Source: an optimization exercise on an open RTL-to-GDS flow (aim: small area and a short achievable clock period). Production flows keep margins and buffers that such runs may drop. At most, simulation tests tie the RTL to the original design; equivalence was not proved.

Design DaddaKS_16bitMAC, start of the top module:
module DaddaKS_16bitMAC(
    input [15:0] a,
    input [15:0] b,
    input clk,
    input rst,
    input cin,
    output reg [31:0] out,
    output cout
);
wire pp_0_0;
wire pp_0_1;
wire pp_0_2;
wire pp_0_3;
wire pp_0_4;
wire pp_0_5;
wire pp_0_6;
wire pp_0_7;
wire pp_0_8;
wire pp_0_9;
wire pp_0_10;
wire pp_0_11;
wire pp_0_12;
wire pp_0_13;
wire pp_0_14;
wire pp_0_15;
wire pp_1_0;
wire pp_1_1;
wire pp_1_2;
wire pp_1_3;
wire pp_1_4;
wire pp_1_5;
wire pp_1_6;
wire pp_1_7;
wire pp_1_8;
wire pp_1_9;
wire pp_1_10;
wire pp_1_11;
wire pp_1_12;
wire pp_1_13;
wire pp_1_14;
wire pp_1_15;
wire pp_2_0;
wire pp_2_1;
wire pp_2_2;
wire pp_2_3;
wire pp_2_4;
wire pp_2_5;
wire pp_2_6;
wire pp_2_7;
wire pp_2_8;
wire pp_2_9;
wire pp_2_10;
wire pp_2_11;
wire pp_2_12;
wire pp_2_13;
wire pp_2_14;
wire pp_2_15;
wire pp_3_0;
wire pp_3_1;
wire pp_3_2;
wire pp_3_3;
wire pp_3_4;
wire pp_3_5;
wire pp_3_6;
wire pp_3_7;
wire pp_3_8;
wire pp_3_9;
wire pp_3_10;
wire pp_3_11;
wire pp_3_12;
wire pp_3_13;
wire pp_3_14;
wire pp_3_15;
wire pp_4_0;
wire pp_4_1;
wire pp_4_2;
wire pp_4_3;
wire pp_4_4;
wire pp_4_5;
wire pp_4_6;
wire pp_4_7;
wire pp_4_8;
wire pp_4_9;
wire pp_4_10;
wire pp_4_11;
wire pp_4_12;
wire pp_4_13;
wire pp_4_14;
wire pp_4_15;
wire pp_5_0;
wire pp_5_1;
wire pp_5_2;
wire pp_5_3;
wire pp_5_4;
wire pp_5_5;
wire pp_5_6;
wire pp_5_7;
wire pp_5_8;
wire pp_5_9;
wire pp_5_10;
wire pp_5_11;
wire pp_5_12;
wire pp_5_13;
wire pp_5_14;
wire pp_5_15;
wire pp_6_0;
wire pp_6_1;
wire pp_6_2;
wire pp_6_3;
wire pp_6_4;
wire pp_6_5;
wire pp_6_6;
wire pp_6_7;
wire pp_6_8;
wire pp_6_9;
wire pp_6_10;
wire pp_6_11;
wire pp_6_12;
wire pp_6_13;
wire pp_6_14;
wire pp_6_15;
wire pp_7_0;
wire pp_7_1;
wire pp_7_2;
wire pp_7_3;
wire pp_7_4;
wire pp_7_5;
wire pp_7_6;
wire pp_7_7;
wire pp_7_8;
wire pp_7_9;
wire pp_7_10;
wire pp_7_11;
wire pp_7_12;
wire pp_7_13;
wire pp_7_14;
wire pp_7_15;
wire pp_8_0;
wire pp_8_1;
wire pp_8_2;
wire pp_8_3;
wire pp_8_4;
wire pp_8_5;
wire pp_8_6;
wire pp_8_7;
wire pp_8_8;
wire pp_8_9;
wire pp_8_10;
wire pp_8_11;
wire pp_8_12;
wire pp_8_13;
wire pp_8_14;
wire pp_8_15;
wire pp_9_0;
wire pp_9_1;
wire pp_9_2;
wire pp_9_3;
wire pp_9_4;
wire pp_9_5;
wire pp_9_6;
wire pp_9_7;
wire pp_9_8;
wire pp_9_9;
wire pp_9_10;
wire pp_9_11;
wire pp_9_12;
wire pp_9_13;
wire pp_9_14;
wire pp_9_15;
wire pp_10_0;
wire pp_10_1;
wire pp_10_2;
wire pp_10_3;
wire pp_10_4;
  ...
Size in the first run: about 820 cells after synthesis, about 32 flip-flops.
==> flow/config.mk <==
export PLATFORM = sky130hd
export DESIGN_NAME = DaddaKS_16bitMAC
export DESIGN_NICKNAME = DaddaKS_16bitMAC
export VERILOG_FILES = /design/flow/design.v
export SDC_FILE = /design/flow/constraint.sdc
export NUM_CORES = 4
export LEC_CHECK = 0
export CAP_MARGIN = 20
export CORE_MARGIN = 2
export CORE_UTILIZATION = 40
export CTS_BUF_LIST = sky130_fd_sc_hd__clkbuf_8
export SETUP_SLACK_MARGIN = 5
export SLEW_MARGIN = 20
export SYNTH_HIERARCHICAL = 1
==> flow/constraint.sdc <==
create_clock -name core_clock -period 17.0 [get_ports {clk}]
set_input_delay 3.4000 -clock core_clock [delete_from_list [all_inputs] [get_ports {clk}]]
set_output_delay 3.4000 -clock core_clock [all_outputs]
set_load 0.01 [all_outputs]
standard.sh (not shown) runs the stock make flow with config.mk's settings and CLKGATE_MAP_FILE= SYNTH_SCRIPT=/design/flow/synth_recipe.tcl, a recipe that flattens the netlist after the stock synthesis.
==> flow/flow/run.sh <==
#!/bin/bash
# The standard layout (the standard.sh) with these ORFS settings on top of config.mk's:
#   SETUP_SLACK_MARGIN=6 'BUFFER_PORTS_ARGS=-buffer_cell sky130_fd_sc_hd__buf_1'
# and one extra step after global placement: downsize.tcl gives every cell the smallest
# drive strength that keeps the worst setup slack (area recovery; synthesis maps the
# one-gate modules to needlessly large cells).  Each tool's output is in its own log.
set -euo pipefail
bash standard.sh SETUP_SLACK_MARGIN=6 'BUFFER_PORTS_ARGS=-buffer_cell sky130_fd_sc_hd__buf_1' place > standard_place.log 2>&1
R=$PWD/orfs/results/sky130hd/DaddaKS_16bitMAC/base
DS_ODB=$R/3_place.odb DS_SDC=$R/3_place.sdc DS_TARGET=6.3 \
  DS_LIB=$FLOW_HOME/platforms/sky130hd/lib/sky130_fd_sc_hd__tt_025C_1v80.lib \
  DS_PLATFORM_DIR=$FLOW_HOME/platforms/sky130hd \
  openroad -no_init -exit flow/downsize.tcl > downsize.log 2>&1
bash standard.sh SETUP_SLACK_MARGIN=6 'BUFFER_PORTS_ARGS=-buffer_cell sky130_fd_sc_hd__buf_1' finish > standard_finish.log 2>&1
==> flow/flow/downsize.tcl <==
# Area recovery: give each cell the smallest drive strength of its kind that keeps the
# design's worst setup slack at least DS_TARGET (or the slack it had, if that is lower).
# Reads and rewrites the ODB given in DS_ODB; DS_SDC is its SDC.
read_db $::env(DS_ODB)
read_liberty $::env(DS_LIB)
read_sdc $::env(DS_SDC)
source $::env(DS_PLATFORM_DIR)/setRC.tcl
if {[info exists ::env(DS_PROP)] && $::env(DS_PROP)} { set_propagated_clock [all_clocks] }
estimate_parasitics -placement
set wns0 [sta::worst_slack -max]
set target [expr {min($wns0, $::env(DS_TARGET))}]
puts "downsize: worst slack $wns0, target $target"
set area0 0.0
set saved 0.0
set n 0
set insts [get_cells *]
foreach inst $insts {
  set m [get_property $inst ref_name]
  if {![regexp {^(sky130_fd_sc_hd__[a-z0-9]+)_([0-9]+)$} $m -> base size]} { continue }
  if {[string match *df* $base] || [string match *tap* $base] || [string match *conb* $base] || [string match *clkbuf* $base]} { continue }
  set cands {}
  foreach lc [get_lib_cells */${base}_*] {
    set nm [get_property $lc name]
    if {[regexp "^${base}_(\[0-9\]+)\$" $nm -> s2] && $s2 < $size} { lappend cands [list $s2 $nm] }
  }
  if {![llength $cands]} { continue }
  set cands [lsort -integer -index 0 $cands]
  foreach c $cands {
    set nm [lindex $c 1]
    replace_cell $inst $nm
    if {[sta::worst_slack -max] >= $target} {
      incr n
      puts "downsize: [get_full_name $inst] $m -> $nm"
      break
    }
    replace_cell $inst $m
  }
}
puts "downsize: resized $n cells, worst slack now [sta::worst_slack -max]"
report_design_area
write_db $::env(DS_ODB)
The first run ran to the end with no violations.
Edit:
==> flow/flow/run.sh (replaced) <==
#!/bin/bash
# The standard layout (the standard.sh) with these ORFS settings on top of config.mk's:
#   SETUP_SLACK_MARGIN=6 'BUFFER_PORTS_ARGS=-buffer_cell sky130_fd_sc_hd__buf_1' 'CTS_ARGS=-sink_clustering_enable -repair_clock_nets -buf_list sky130_fd_sc_hd__clkbuf_8 -dont_use_dummy_load'
# and one extra step after global placement: downsize.tcl gives every cell the smallest
# drive strength that keeps the worst setup slack (area recovery; synthesis maps the
# one-gate modules to needlessly large cells).  Each tool's output is in its own log.
set -euo pipefail
bash standard.sh SETUP_SLACK_MARGIN=6 'BUFFER_PORTS_ARGS=-buffer_cell sky130_fd_sc_hd__buf_1' 'CTS_ARGS=-sink_clustering_enable -repair_clock_nets -buf_list sky130_fd_sc_hd__clkbuf_8 -dont_use_dummy_load' place > standard_place.log 2>&1
R=$PWD/orfs/results/sky130hd/DaddaKS_16bitMAC/base
DS_ODB=$R/3_place.odb DS_SDC=$R/3_place.sdc DS_TARGET=6.3 \
  DS_LIB=$FLOW_HOME/platforms/sky130hd/lib/sky130_fd_sc_hd__tt_025C_1v80.lib \
  DS_PLATFORM_DIR=$FLOW_HOME/platforms/sky130hd \
  openroad -no_init -exit flow/downsize.tcl > downsize.log 2>&1
bash standard.sh SETUP_SLACK_MARGIN=6 'BUFFER_PORTS_ARGS=-buffer_cell sky130_fd_sc_hd__buf_1' 'CTS_ARGS=-sink_clustering_enable -repair_clock_nets -buf_list sky130_fd_sc_hd__clkbuf_8 -dont_use_dummy_load' finish > standard_finish.log 2>&1
Global-route usage hardly moves; area after synthesis stays the same; wire length shrinks by about 0.3%.
Edit:
==> flow/flow/run.sh (replaced) <==
#!/bin/bash
# The standard layout (the standard.sh) with these ORFS settings on top of config.mk's:
#   'BUFFER_PORTS_ARGS=-buffer_cell sky130_fd_sc_hd__buf_1'
# and one extra step after global placement: downsize.tcl gives every cell the smallest
# drive strength that keeps the worst setup slack (area recovery; synthesis maps the
# one-gate modules to needlessly large cells).  Each tool's output is in its own log.
set -euo pipefail
bash standard.sh 'BUFFER_PORTS_ARGS=-buffer_cell sky130_fd_sc_hd__buf_1' place > standard_place.log 2>&1
R=$PWD/orfs/results/sky130hd/DaddaKS_16bitMAC/base
DS_ODB=$R/3_place.odb DS_SDC=$R/3_place.sdc DS_TARGET=5.3 \
  DS_LIB=$FLOW_HOME/platforms/sky130hd/lib/sky130_fd_sc_hd__tt_025C_1v80.lib \
  DS_PLATFORM_DIR=$FLOW_HOME/platforms/sky130hd \
  openroad -no_init -exit flow/downsize.tcl > downsize.log 2>&1
bash standard.sh 'BUFFER_PORTS_ARGS=-buffer_cell sky130_fd_sc_hd__buf_1' finish > standard_finish.log 2>&1
After rerunning: The changed run finished with timing, DRC and antenna clean; core utilization goes down by 1.8 points; first-iteration DRC count goes down by about a fifth; global-route usage goes down by 0.88 points; via count goes down slightly; setup slack degrades by 0.67 ns; hold slack improves by 0.017 ns; count of clock-buffer cells in the layout is unchanged; critical path depth is unchanged; final area goes down by a few percent.
Edit:
==> flow/flow/run.sh (replaced) <==
#!/bin/bash
# The standard layout (the standard.sh) with these ORFS settings on top of config.mk's:
#   SETUP_SLACK_MARGIN=6 'BUFFER_PORTS_ARGS=-buffer_cell sky130_fd_sc_hd__buf_1' 'CTS_ARGS=-repair_clock_nets -buf_list sky130_fd_sc_hd__clkbuf_8 -root_buf sky130_fd_sc_hd__clkbuf_8 -dont_use_dummy_load'
# and one extra step after global placement: downsize.tcl gives every cell the smallest
# drive strength that keeps the worst setup slack (area recovery; synthesis maps the
# one-gate modules to needlessly large cells).  Each tool's output is in its own log.
set -euo pipefail
bash standard.sh SETUP_SLACK_MARGIN=6 'BUFFER_PORTS_ARGS=-buffer_cell sky130_fd_sc_hd__buf_1' 'CTS_ARGS=-repair_clock_nets -buf_list sky130_fd_sc_hd__clkbuf_8 -root_buf sky130_fd_sc_hd__clkbuf_8 -dont_use_dummy_load' place > standard_place.log 2>&1
R=$PWD/orfs/results/sky130hd/DaddaKS_16bitMAC/base
DS_ODB=$R/3_place.odb DS_SDC=$R/3_place.sdc DS_TARGET=6.3 \
  DS_LIB=$FLOW_HOME/platforms/sky130hd/lib/sky130_fd_sc_hd__tt_025C_1v80.lib \
  DS_PLATFORM_DIR=$FLOW_HOME/platforms/sky130hd \
  openroad -no_init -exit flow/downsize.tcl > downsize.log 2>&1
bash standard.sh SETUP_SLACK_MARGIN=6 'BUFFER_PORTS_ARGS=-buffer_cell sky130_fd_sc_hd__buf_1' 'CTS_ARGS=-repair_clock_nets -buf_list sky130_fd_sc_hd__clkbuf_8 -root_buf sky130_fd_sc_hd__clkbuf_8 -dont_use_dummy_load' finish > standard_finish.log 2>&1
The new run completed with no timing, DRC or antenna violations.
Design area increases by 4.4%.
Worst setup slack improved by 0.67 ns.
Hold slack is worse by 0.017 ns.
Area after synthesis is unchanged.
No functional check of the RTL was part of any run of this note.


DaddaKS_16bitMAC, a different RTL version from the one above (not shown whole).
Size: about 32 flip-flops.
==> flow/config.mk <==
export PLATFORM = sky130hd
export DESIGN_NAME = DaddaKS_16bitMAC
export DESIGN_NICKNAME = DaddaKS_16bitMAC
export VERILOG_FILES = /design/flow/design.v
export SDC_FILE = /design/flow/constraint.sdc
export NUM_CORES = 4
export LEC_CHECK = 0
export CAP_MARGIN = 20
export CORE_MARGIN = 2
export CORE_UTILIZATION = 40
export CTS_BUF_LIST = sky130_fd_sc_hd__clkbuf_8
export SETUP_SLACK_MARGIN = 5
export SLEW_MARGIN = 20
export SYNTH_HIERARCHICAL = 1
==> flow/constraint.sdc <==
create_clock -name core_clock -period 17.0 [get_ports {clk}]
set_input_delay 3.4000 -clock core_clock [delete_from_list [all_inputs] [get_ports {clk}]]
set_output_delay 3.4000 -clock core_clock [all_outputs]
set_load 0.01 [all_outputs]
==> flow/flow/run.sh <==
#!/bin/bash
# The standard layout (the standard.sh) with these ORFS settings on top of config.mk's:
#   SETUP_SLACK_MARGIN=6 'BUFFER_PORTS_ARGS=-buffer_cell sky130_fd_sc_hd__buf_1' 'CTS_ARGS=-sink_clustering_enable -repair_clock_nets -buf_list sky130_fd_sc_hd__clkbuf_8 -dont_use_dummy_load' SETUP_MOVE_SEQUENCE=unbuffer,sizeup,swap
# and one extra step after global placement: downsize.tcl gives every cell the smallest
# drive strength that keeps the worst setup slack (area recovery; synthesis maps the
# one-gate modules to needlessly large cells).  Each tool's output is in its own log.
set -euo pipefail
bash standard.sh SETUP_SLACK_MARGIN=6 'BUFFER_PORTS_ARGS=-buffer_cell sky130_fd_sc_hd__buf_1' 'CTS_ARGS=-sink_clustering_enable -repair_clock_nets -buf_list sky130_fd_sc_hd__clkbuf_8 -dont_use_dummy_load' SETUP_MOVE_SEQUENCE=unbuffer,sizeup,swap place > standard_place.log 2>&1
R=$PWD/orfs/results/sky130hd/DaddaKS_16bitMAC/base
DS_ODB=$R/3_place.odb DS_SDC=$R/3_place.sdc DS_TARGET=6.3 \
  DS_LIB=$FLOW_HOME/platforms/sky130hd/lib/sky130_fd_sc_hd__tt_025C_1v80.lib \
  DS_PLATFORM_DIR=$FLOW_HOME/platforms/sky130hd \
  openroad -no_init -exit flow/downsize.tcl > downsize.log 2>&1
bash standard.sh SETUP_SLACK_MARGIN=6 'BUFFER_PORTS_ARGS=-buffer_cell sky130_fd_sc_hd__buf_1' 'CTS_ARGS=-sink_clustering_enable -repair_clock_nets -buf_list sky130_fd_sc_hd__clkbuf_8 -dont_use_dummy_load' SETUP_MOVE_SEQUENCE=unbuffer,sizeup,swap finish > standard_finish.log 2>&1
==> flow/flow/downsize.tcl <==
# Area recovery: give each cell the smallest drive strength of its kind that keeps the
# design's worst setup slack at least DS_TARGET (or the slack it had, if that is lower).
# Reads and rewrites the ODB given in DS_ODB; DS_SDC is its SDC.
read_db $::env(DS_ODB)
read_liberty $::env(DS_LIB)
read_sdc $::env(DS_SDC)
source $::env(DS_PLATFORM_DIR)/setRC.tcl
if {[info exists ::env(DS_PROP)] && $::env(DS_PROP)} { set_propagated_clock [all_clocks] }
estimate_parasitics -placement
set wns0 [sta::worst_slack -max]
set target [expr {min($wns0, $::env(DS_TARGET))}]
puts "downsize: worst slack $wns0, target $target"
set tradeoff [expr {[info exists ::env(DS_TRADEOFF)] ? $::env(DS_TRADEOFF) : 0}]
set tradeoff_k [expr {$tradeoff ? $::env(DS_TRADEOFF) : 0}]
set cur_wns $wns0
set cur_area 0.0
foreach i [get_cells *] {
  set lc [get_lib_cells -quiet */[get_property $i ref_name]]
  if {[llength $lc]} { set cur_area [expr {$cur_area + [get_property $lc area]}] }
}
puts "downsize: cell area $cur_area"
set area0 0.0
set saved 0.0
set n 0
set insts [get_cells *]
foreach inst $insts {
  set m [get_property $inst ref_name]
  if {![regexp {^(sky130_fd_sc_hd__[a-z0-9]+)_([0-9]+)$} $m -> base size]} { continue }
  if {[string match *df* $base] || [string match *tap* $base] || [string match *conb* $base] || [string match *clkbuf* $base]} { continue }
  set cands {}
  foreach lc [get_lib_cells */${base}_*] {
    set nm [get_property $lc name]
    if {[regexp "^${base}_(\[0-9\]+)\$" $nm -> s2] && $s2 < $size} { lappend cands [list $s2 $nm] }
  }
  if {![llength $cands]} { continue }
  set cands [lsort -integer -index 0 $cands]
  foreach c $cands {
    set nm [lindex $c 1]
    replace_cell $inst $nm
    set wns [sta::worst_slack -max]
    set ok [expr {$wns >= $target}]
    if {!$ok && $tradeoff} {
      set da [expr {[get_property [get_lib_cells */$m] area] - [get_property [get_lib_cells */$nm] area]}]
      set dp [expr {$cur_wns - $wns}]
      if {$dp / (17.0 - $cur_wns) < $tradeoff_k * $da / $cur_area} { set ok 1 }
    }
    if {$ok} {
      set cur_area [expr {$cur_area - [get_property [get_lib_cells */$m] area] + [get_property [get_lib_cells */$nm] area]}]
      set cur_wns $wns
      incr n
      puts "downsize: [get_full_name $inst] $m -> $nm"
      break
    }
    replace_cell $inst $m
  }
}
puts "downsize: resized $n cells, worst slack now [sta::worst_slack -max]"
report_design_area
write_db $::env(DS_ODB)
The first run ran to the end with no violations.
Next try:
==> flow/flow/run.sh (replaced) <==
#!/bin/bash
# The standard layout (the standard.sh) with these ORFS settings on top of config.mk's:
#   SETUP_SLACK_MARGIN=6 'BUFFER_PORTS_ARGS=-buffer_cell sky130_fd_sc_hd__buf_1' 'CTS_ARGS=-sink_clustering_enable -repair_clock_nets -buf_list sky130_fd_sc_hd__clkbuf_8 -dont_use_dummy_load'
# and one extra step after global placement: downsize.tcl gives every cell the smallest
# drive strength that keeps the worst setup slack (area recovery; synthesis maps the
# one-gate modules to needlessly large cells).  Each tool's output is in its own log.
set -euo pipefail
bash standard.sh SETUP_SLACK_MARGIN=6 'BUFFER_PORTS_ARGS=-buffer_cell sky130_fd_sc_hd__buf_1' 'CTS_ARGS=-sink_clustering_enable -repair_clock_nets -buf_list sky130_fd_sc_hd__clkbuf_8 -dont_use_dummy_load' place > standard_place.log 2>&1
R=$PWD/orfs/results/sky130hd/DaddaKS_16bitMAC/base
DS_ODB=$R/3_place.odb DS_SDC=$R/3_place.sdc DS_TARGET=6.3 \
  DS_LIB=$FLOW_HOME/platforms/sky130hd/lib/sky130_fd_sc_hd__tt_025C_1v80.lib \
  DS_PLATFORM_DIR=$FLOW_HOME/platforms/sky130hd \
  openroad -no_init -exit flow/downsize.tcl > downsize.log 2>&1
bash standard.sh SETUP_SLACK_MARGIN=6 'BUFFER_PORTS_ARGS=-buffer_cell sky130_fd_sc_hd__buf_1' 'CTS_ARGS=-sink_clustering_enable -repair_clock_nets -buf_list sky130_fd_sc_hd__clkbuf_8 -dont_use_dummy_load' finish > standard_finish.log 2>&1
--- a/flow/flow/downsize.tcl
+++ b/flow/flow/downsize.tcl
@@ -12,11 +12,2 @@
 puts "downsize: worst slack $wns0, target $target"
-set tradeoff [expr {[info exists ::env(DS_TRADEOFF)] ? $::env(DS_TRADEOFF) : 0}]
-set tradeoff_k [expr {$tradeoff ? $::env(DS_TRADEOFF) : 0}]
-set cur_wns $wns0
-set cur_area 0.0
-foreach i [get_cells *] {
-  set lc [get_lib_cells -quiet */[get_property $i ref_name]]
-  if {[llength $lc]} { set cur_area [expr {$cur_area + [get_property $lc area]}] }
-}
-puts "downsize: cell area $cur_area"
 set area0 0.0
@@ -39,12 +30,3 @@
     replace_cell $inst $nm
-    set wns [sta::worst_slack -max]
-    set ok [expr {$wns >= $target}]
-    if {!$ok && $tradeoff} {
-      set da [expr {[get_property [get_lib_cells */$m] area] - [get_property [get_lib_cells */$nm] area]}]
-      set dp [expr {$cur_wns - $wns}]
-      if {$dp / (17.0 - $cur_wns) < $tradeoff_k * $da / $cur_area} { set ok 1 }
-    }
-    if {$ok} {
-      set cur_area [expr {$cur_area - [get_property [get_lib_cells */$m] area] + [get_property [get_lib_cells */$nm] area]}]
-      set cur_wns $wns
+    if {[sta::worst_slack -max] >= $target} {
       incr n
- CTS_BUF_LIST: sky130_fd_sc_hd__clkbuf_8 -> unset
- PLACE_DENSITY: unset -> 0.75
What happened: Via count grows by about 6%. Sequential share of layout area went down by 0.34 points. Global-route usage fell by 0.28 points.
Next try:
==> flow/flow/run.sh (replaced) <==
#!/bin/bash
# The standard layout (the standard.sh) with these ORFS settings on top of config.mk's:
#   SETUP_SLACK_MARGIN=6.5 'BUFFER_PORTS_ARGS=-buffer_cell sky130_fd_sc_hd__buf_1' 'CTS_ARGS=-sink_clustering_enable -repair_clock_nets -buf_list sky130_fd_sc_hd__clkbuf_8 -dont_use_dummy_load'
# and one extra step after global placement: downsize.tcl gives every cell the smallest
# drive strength that keeps the worst setup slack (area recovery; synthesis maps the
# one-gate modules to needlessly large cells).  Each tool's output is in its own log.
set -euo pipefail
bash standard.sh SETUP_SLACK_MARGIN=6.5 'BUFFER_PORTS_ARGS=-buffer_cell sky130_fd_sc_hd__buf_1' 'CTS_ARGS=-sink_clustering_enable -repair_clock_nets -buf_list sky130_fd_sc_hd__clkbuf_8 -dont_use_dummy_load' place > standard_place.log 2>&1
R=$PWD/orfs/results/sky130hd/DaddaKS_16bitMAC/base
DS_ODB=$R/3_place.odb DS_SDC=$R/3_place.sdc DS_TARGET=6.8 \
  DS_LIB=$FLOW_HOME/platforms/sky130hd/lib/sky130_fd_sc_hd__tt_025C_1v80.lib \
  DS_PLATFORM_DIR=$FLOW_HOME/platforms/sky130hd \
  openroad -no_init -exit flow/downsize.tcl > downsize.log 2>&1
bash standard.sh SETUP_SLACK_MARGIN=6.5 'BUFFER_PORTS_ARGS=-buffer_cell sky130_fd_sc_hd__buf_1' 'CTS_ARGS=-sink_clustering_enable -repair_clock_nets -buf_list sky130_fd_sc_hd__clkbuf_8 -dont_use_dummy_load' finish > standard_finish.log 2>&1
- CTS_BUF_LIST: unset -> sky130_fd_sc_hd__clkbuf_8
- PLACE_DENSITY: 0.75 -> unset
Cell count falls by 0.35%.
Setup slack gets worse by 0.14 ns.
Design area falls by 3.2%.
Routed wire length falls by about 0.8%.
First-iteration DRC count falls by about 30%.
Clock-buffer cell count does not change.
Die area is unchanged.
Next try:
==> flow/flow/run.sh (replaced) <==
#!/bin/bash
# The standard layout (the standard.sh) with these ORFS settings on top of config.mk's:
#   SETUP_SLACK_MARGIN=6 'BUFFER_PORTS_ARGS=-buffer_cell sky130_fd_sc_hd__buf_1' 'CTS_ARGS=-sink_clustering_enable -repair_clock_nets -buf_list sky130_fd_sc_hd__clkbuf_8 -dont_use_dummy_load'
# and one extra step after global placement: downsize.tcl gives every cell the smallest
# drive strength that keeps the worst setup slack (area recovery; synthesis maps the
# one-gate modules to needlessly large cells).  Each tool's output is in its own log.
set -euo pipefail
bash standard.sh SETUP_SLACK_MARGIN=6 'BUFFER_PORTS_ARGS=-buffer_cell sky130_fd_sc_hd__buf_1' 'CTS_ARGS=-sink_clustering_enable -repair_clock_nets -buf_list sky130_fd_sc_hd__clkbuf_8 -dont_use_dummy_load' place > standard_place.log 2>&1
R=$PWD/orfs/results/sky130hd/DaddaKS_16bitMAC/base
DS_ODB=$R/3_place.odb DS_SDC=$R/3_place.sdc DS_TARGET=6.3 \
  DS_LIB=$FLOW_HOME/platforms/sky130hd/lib/sky130_fd_sc_hd__tt_025C_1v80.lib \
  DS_PLATFORM_DIR=$FLOW_HOME/platforms/sky130hd \
  openroad -no_init -exit flow/downsize.tcl > downsize.log 2>&1
bash standard.sh SETUP_SLACK_MARGIN=6 'BUFFER_PORTS_ARGS=-buffer_cell sky130_fd_sc_hd__buf_1' 'CTS_ARGS=-sink_clustering_enable -repair_clock_nets -buf_list sky130_fd_sc_hd__clkbuf_8 -dont_use_dummy_load' finish > standard_finish.log 2>&1
- CTS_BUF_LIST: sky130_fd_sc_hd__clkbuf_8 -> unset
- PLACE_DENSITY: unset -> 0.9
Result: The changed run finished clean; area after synthesis is unchanged; worst setup slack is better by 0.093 ns; routed wire length grows by 5.8%; cell area grows by 4.9%; register-to-register slack is better by 0.02 ns.
Next try:
==> flow/flow/run.sh (replaced) <==
#!/bin/bash
# The standard layout (the standard.sh) with these ORFS settings on top of config.mk's:
#   SETUP_SLACK_MARGIN=5.5 'BUFFER_PORTS_ARGS=-buffer_cell sky130_fd_sc_hd__buf_1' 'CTS_ARGS=-sink_clustering_enable -repair_clock_nets -buf_list sky130_fd_sc_hd__clkbuf_8 -dont_use_dummy_load'
# and one extra step after global placement: downsize.tcl gives every cell the smallest
# drive strength that keeps the worst setup slack (area recovery; synthesis maps the
# one-gate modules to needlessly large cells).  Each tool's output is in its own log.
set -euo pipefail
bash standard.sh SETUP_SLACK_MARGIN=5.5 'BUFFER_PORTS_ARGS=-buffer_cell sky130_fd_sc_hd__buf_1' 'CTS_ARGS=-sink_clustering_enable -repair_clock_nets -buf_list sky130_fd_sc_hd__clkbuf_8 -dont_use_dummy_load' place > standard_place.log 2>&1
R=$PWD/orfs/results/sky130hd/DaddaKS_16bitMAC/base
DS_ODB=$R/3_place.odb DS_SDC=$R/3_place.sdc DS_TARGET=5.8 \
  DS_LIB=$FLOW_HOME/platforms/sky130hd/lib/sky130_fd_sc_hd__tt_025C_1v80.lib \
  DS_PLATFORM_DIR=$FLOW_HOME/platforms/sky130hd \
  openroad -no_init -exit flow/downsize.tcl > downsize.log 2>&1
bash standard.sh SETUP_SLACK_MARGIN=5.5 'BUFFER_PORTS_ARGS=-buffer_cell sky130_fd_sc_hd__buf_1' 'CTS_ARGS=-sink_clustering_enable -repair_clock_nets -buf_list sky130_fd_sc_hd__clkbuf_8 -dont_use_dummy_load' finish > standard_finish.log 2>&1
- CTS_BUF_LIST: unset -> sky130_fd_sc_hd__clkbuf_8
- PLACE_DENSITY: 0.9 -> unset
Cell area goes down by 7.1%.
Global-route usage falls by 0.13 points.
Via count goes down by 9.2%.
Hold slack gets worse by 0.0055 ns.
Core utilization is lower by 3.1 points.

static timing again, ports no longer ideal:
The results above use ideal ports. As a check the final layouts listed here were re-extracted and re-timed, cells and wires unchanged. Step 1: set_driving_cell puts a clkbuf_16 on clk and a buf_2 on each other input, an assumption about the parent block. Step 2 moves the port delays by t, midway between the first and last clock arrival at a register: inputs arrive t later, outputs are due t later. That takes back most of the time a late clock gives input paths. a / b / c = ideal ports / drivers / drivers and shift; a / b = the first two.
| run | t (ns) | slack for setup (ns) | clock arrival spread, ns | pins driven straight from the clock port |
|---|---|---|---|---|
| the first run of note 1 | 0.360 | 5.945 / 5.909 / 5.909 | 0.020 / 0.021 | 1 |
| the second run of note 1 | 0.352 | 5.950 / 5.903 / 5.903 | 0.022 / 0.022 | 1 |
| the third run of note 1 | 0.361 | 5.278 / 5.256 / 5.256 | 0.017 / 0.016 | 1 |
| the fourth run of note 1 | 0.352 | 5.950 / 5.903 / 5.903 | 0.022 / 0.022 | 1 |
| the first run of note 2 | 0.358 | 5.987 / 5.937 / 5.937 | 0.004 / 0.004 | 1 |
| the second run of note 2 | 0.350 | 6.068 / 5.979 / 5.979 | 0.015 / 0.014 | 1 |
| the third run of note 2 | 0.350 | 5.923 / 5.896 / 5.896 | 0.008 / 0.009 | 1 |
| the fourth run of note 2 | 0.368 | 6.016 / 5.944 / 5.944 | 0.026 / 0.025 | 1 |
| the fifth run of note 2 | 0.356 | 5.740 / 5.702 / 5.702 | 0.006 / 0.006 | 1 |
After both steps every run listed still meets setup and hold. For the second run of note 2, which loses most, drivers alone change the setup slack by -0.089 ns; drivers and shift together by -0.089 ns.
